Source: an optimization exercise on an open RTL-to-GDS flow (aim: small area). Production flows keep margins and buffers that such runs may drop. Function was checked by simulation only, so behaviour that the tests miss may differ from the original.

Setup of before:
// Nco_Single_Gen
module Nco_Single_Gen(
    input wire clk,
    input wire rst_n,
    input wire ref_pps_pedge,
    input wire [15:0] init_phase,
    input wire DDS_enable,
    input wire DDS_CH_enable,
    input wire signed [7:0] DDS_scale,
    input wire [63:0] D_i,
    output wire [31:0] DDS_IQ_o
    );
Size in the first run: ~1,900 cells after synthesis, roughly 82 flip-flops, about 130 I/O pins, ~11,000 sq um of cells after synthesis.
make LEC_CHECK=0 ABC_AREA=1 CAP_MARGIN=20 CORE_MARGIN=2 CORE_UTILIZATION=55 PLACE_DENSITY=0.7 SLEW_MARGIN=20 SYNTH_MEMORY_MAX_BITS=32768 finish   # period 8.0 ns
run.sh (not shown) runs the stock make flow with config.mk's settings and CLKGATE_MAP_FILE= SYNTH_SCRIPT=/design/flow/synth_recipe.tcl, a recipe that flattens the netlist after the stock synthesis.
Here is what was changed in the inputs of after compared with before.
==> flow/flow/run.sh (new file) <==
#!/bin/bash
# Standard layout, with one change to synthesis: the technology-mapping ABC
# script is flow/area.abc instead of ORFS's abc_area.script. Everything else
# (registers, flattening, renaming, floorplan to finish) is the standard flow.
set -euo pipefail
W=$(pwd)
# ORFS synthesis script with the ABC script replaced
sed 's#^source $::env(SCRIPTS_DIR)/synth_preamble.tcl#&\nset abc_args [lreplace $abc_args 1 1 $::env(MY_ABC)]#' \
    "$FLOW_HOME/scripts/synth.tcl" > "$W/orfs_synth.tcl"
grep -q 'MY_ABC' "$W/orfs_synth.tcl"
sed "s#source \$::env(SCRIPTS_DIR)/synth.tcl#source $W/orfs_synth.tcl#" synth_recipe.tcl > "$W/my_synth.tcl"
grep -q "orfs_synth.tcl" "$W/my_synth.tcl"
sed "s#$W/synth_recipe.tcl#$W/my_synth.tcl#" standard.sh > "$W/my_standard.sh"
grep -q "my_synth.tcl" "$W/my_standard.sh"
export MY_ABC="$W/flow/area.abc"
bash "$W/my_standard.sh" > "$W/flow_make.log" 2>&1
==> flow/flow/area.abc (new file) <==
strash
dch -f
amap
topo
stime -c
==> flow/standard.sh (new file) <==
#!/bin/bash
# synth_recipe.tcl (not shown) runs the flow's synth.tcl, then flattens the netlist and writes it again
# the make line also repeats each setting of config.mk as NAME=value (left out here)
make -C /OpenROAD-flow-scripts/flow DESIGN_CONFIG=/design/flow/config.mk WORK_HOME=/design/flow/orfs CLKGATE_MAP_FILE= SYNTH_SCRIPT=/design/flow/synth_recipe.tcl "${@:-finish}"
removed: flow/run.sh
[summary]
after had finished all stages when the layout checks came back failing, citing setup timing. before finished every step from synthesis to the final layout, and the layout passed the timing, DRC and antenna checks. after vs before: area of the mapped netlist down in after. Compared with before, after supports a lower clock frequency. Compared with before, after shows die extent in x lower by 13 um. The run showing the greater number of nets in the final layout is before. Going from before to after, row count shrinks by 4.


== the reference run ==
Nco_Single_Gen, a different RTL version from the one above (not shown whole).
Size: roughly 130 I/O pins, ~9400 um^2 of cells after synthesis.
// Nco_Single_Gen
module Nco_Single_Gen(
    input wire clk,
    input wire rst_n,
    input wire ref_pps_pedge,
    input wire [15:0] init_phase,
    input wire DDS_enable,
    input wire DDS_CH_enable,
    input wire signed [7:0] DDS_scale,
    input wire [63:0] D_i,
    output wire [31:0] DDS_IQ_o
    );
==> flow/config.mk <==
export PLATFORM = sky130hd
export DESIGN_NAME = Nco_Single_Gen
export DESIGN_NICKNAME = Nco_Single_Gen
export VERILOG_FILES = /design/flow/design.v
export SDC_FILE = /design/flow/constraint.sdc
export NUM_CORES = 4
export LEC_CHECK = 0
export ABC_AREA = 1
export CAP_MARGIN = 20
export CORE_MARGIN = 2
export CORE_UTILIZATION = 55
export PLACE_DENSITY = 0.7
export SLEW_MARGIN = 20
export SYNTH_MEMORY_MAX_BITS = 32768
==> flow/constraint.sdc <==
create_clock -name core_clock -period 8.0 [get_ports {clk}]
set_input_delay 1.6000 -clock core_clock [delete_from_list [all_inputs] [get_ports {clk}]]
set_output_delay 1.6000 -clock core_clock [all_outputs]
set_load 0.01 [all_outputs]
standard.sh (not shown) runs the stock make flow with config.mk's settings and CLKGATE_MAP_FILE= SYNTH_SCRIPT=/design/flow/synth_recipe.tcl, a recipe that flattens the netlist after the stock synthesis.
==> flow/flow/run.sh <==
#!/bin/bash
# Standard layout, with one change to synthesis: the technology-mapping ABC
# script is flow/area.abc instead of ORFS's abc_area.script. Everything else
# (registers, flattening, renaming, floorplan to finish) is the standard flow.
set -euo pipefail
W=$(pwd)
# ORFS synthesis script with the ABC script replaced
sed 's#^source $::env(SCRIPTS_DIR)/synth_preamble.tcl#&\nset abc_args [lreplace $abc_args 1 1 $::env(MY_ABC)]#' \
    "$FLOW_HOME/scripts/synth.tcl" > "$W/orfs_synth.tcl"
grep -q 'MY_ABC' "$W/orfs_synth.tcl"
sed "s#source \$::env(SCRIPTS_DIR)/synth.tcl#source $W/orfs_synth.tcl#" synth_recipe.tcl > "$W/my_synth.tcl"
grep -q "orfs_synth.tcl" "$W/my_synth.tcl"
sed "s#$W/synth_recipe.tcl#$W/my_synth.tcl#" standard.sh > "$W/my_standard.sh"
grep -q "my_synth.tcl" "$W/my_standard.sh"
export MY_ABC="$W/flow/area.abc"
bash "$W/my_standard.sh" > "$W/flow_make.log" 2>&1
==> flow/flow/area.abc <==
strash
dch -f
amap
topo
stime -c
The reference run: done, clean on timing, DRC and antenna
The following lists how the trial run was set up differently from the reference run:
==> flow/flow/area.abc <==
strash
&get -n
&dch -f
&nf -R 1000
&put
topo
stime -c
Findings:
STATUS run=the trial run STAGES=ALL_DONE FINAL_CHECKS=FAILED CAUSE=setup timing
The trial run reports its capture point of the worst path as B[47]$_DFF_PN0_ while the reference run reports B[45]$_DFF_PN0_.
Fraction of standard cell area in multi-input logic (lower): the reference run
Changes observed in the trial run relative to the reference run: number of cells on the critical path fell 3, arrival time of data at the critical path endpoint rose 0.24 ns, fraction of the mapped netlist area in simple logic gates down 1.5 points.


## v25
Starting RTL as in the previous note.
Settings: LEC_CHECK=0, ABC_AREA=1, CAP_MARGIN=20, CORE_MARGIN=2, CORE_UTILIZATION=25, PLACE_DENSITY=0.4, SLEW_MARGIN=20, SYNTH_MEMORY_MAX_BITS=32768; clock period 8.0 ns.
run.sh (not shown) runs the stock make flow with config.mk's settings and CLKGATE_MAP_FILE= SYNTH_SCRIPT=/design/flow/synth_recipe.tcl, a recipe that flattens the netlist after the stock synthesis.
Stock flow here: none of the scripts above is used.
v25: done, clean on timing, DRC and antenna
diff inputs: v25 => v35
Settings: swapping 0.4 for 0.7 in PLACE_DENSITY; swapping 25 for 55 in CORE_UTILIZATION.
### Flow results
- Sequential portion of the cell area was higher in v35 than in v25.
- Against v25, setup slack in v35 came out worse.
- In v35 relative to v25, design area had gone down by a few percent.
- v35 vs. v25: share of the core filled with cells in the final layout higher.
- On share of async-settable or async-resettable flops after synthesis, v35 and v25 are neck and neck.
- Sort v35 and v25 by worst slack at placement, ascending, and v35 comes first.
- Summary of v35 over v25: post-detailed-placement cell area decreased by 4.1% relative to the old numbers; peak per-stage delay on the critical path decreased by 0.09 ns relative to the old numbers.

## re-timing with driven ports
The flow's constraints put no driver on any port. The routed layouts listed below were extracted and timed again, unchanged, in two steps. Step 1 (the two cells are an assumption about what drives the block):
set clk [get_ports {clk}]
set_driving_cell -lib_cell sky130_fd_sc_hd__clkbuf_16 $clk
set_driving_cell -lib_cell sky130_fd_sc_hd__buf_2 [delete_from_list [all_inputs] $clk]
Step 2 also shifts input and output timing later by t, the mid clock arrival at the registers, as if the neighbouring blocks saw the same clock. Slacks: ideal ports / drivers / drivers and shift; pairs: ideal ports / drivers.
run | t (ns) | setup slack, ns | hold WS [ns] | worst setup path after step 2 | worst register clock-pin slew, ns
before | 0.371 | 0.962 / 0.924 / 1.296 | 0.371 / 0.371 / 0.371 | register to output | 0.06 / 0.06
after | 0.397 | -0.211 / -0.218 / -0.615 | 0.384 / 0.384 / 0.384 | input to register | 0.08 / 0.08
the reference run | 0.382 | 0.115 / 0.113 / -0.269 | 0.326 / 0.326 / 0.326 | input to register | 0.07 / 0.07
the trial run | 0.390 | -0.111 / -0.090 / -0.480 | 0.327 / 0.327 / 0.327 | input to register | 0.08 / 0.08
v25 | 0.377 | 0.732 / 0.692 / 0.658 | 0.325 / 0.325 / 0.325 | input to register | 0.07 / 0.07
v35 | 0.379 | 0.537 / 0.493 / 0.257 | 0.329 / 0.329 / 0.329 | input to register | 0.06 / 0.06
Met with ideal ports but missed after step 2: setup timing in the reference run. For after, which loses most, drivers alone change the setup slack by -0.007 ns; drivers and shift together by -0.404 ns.
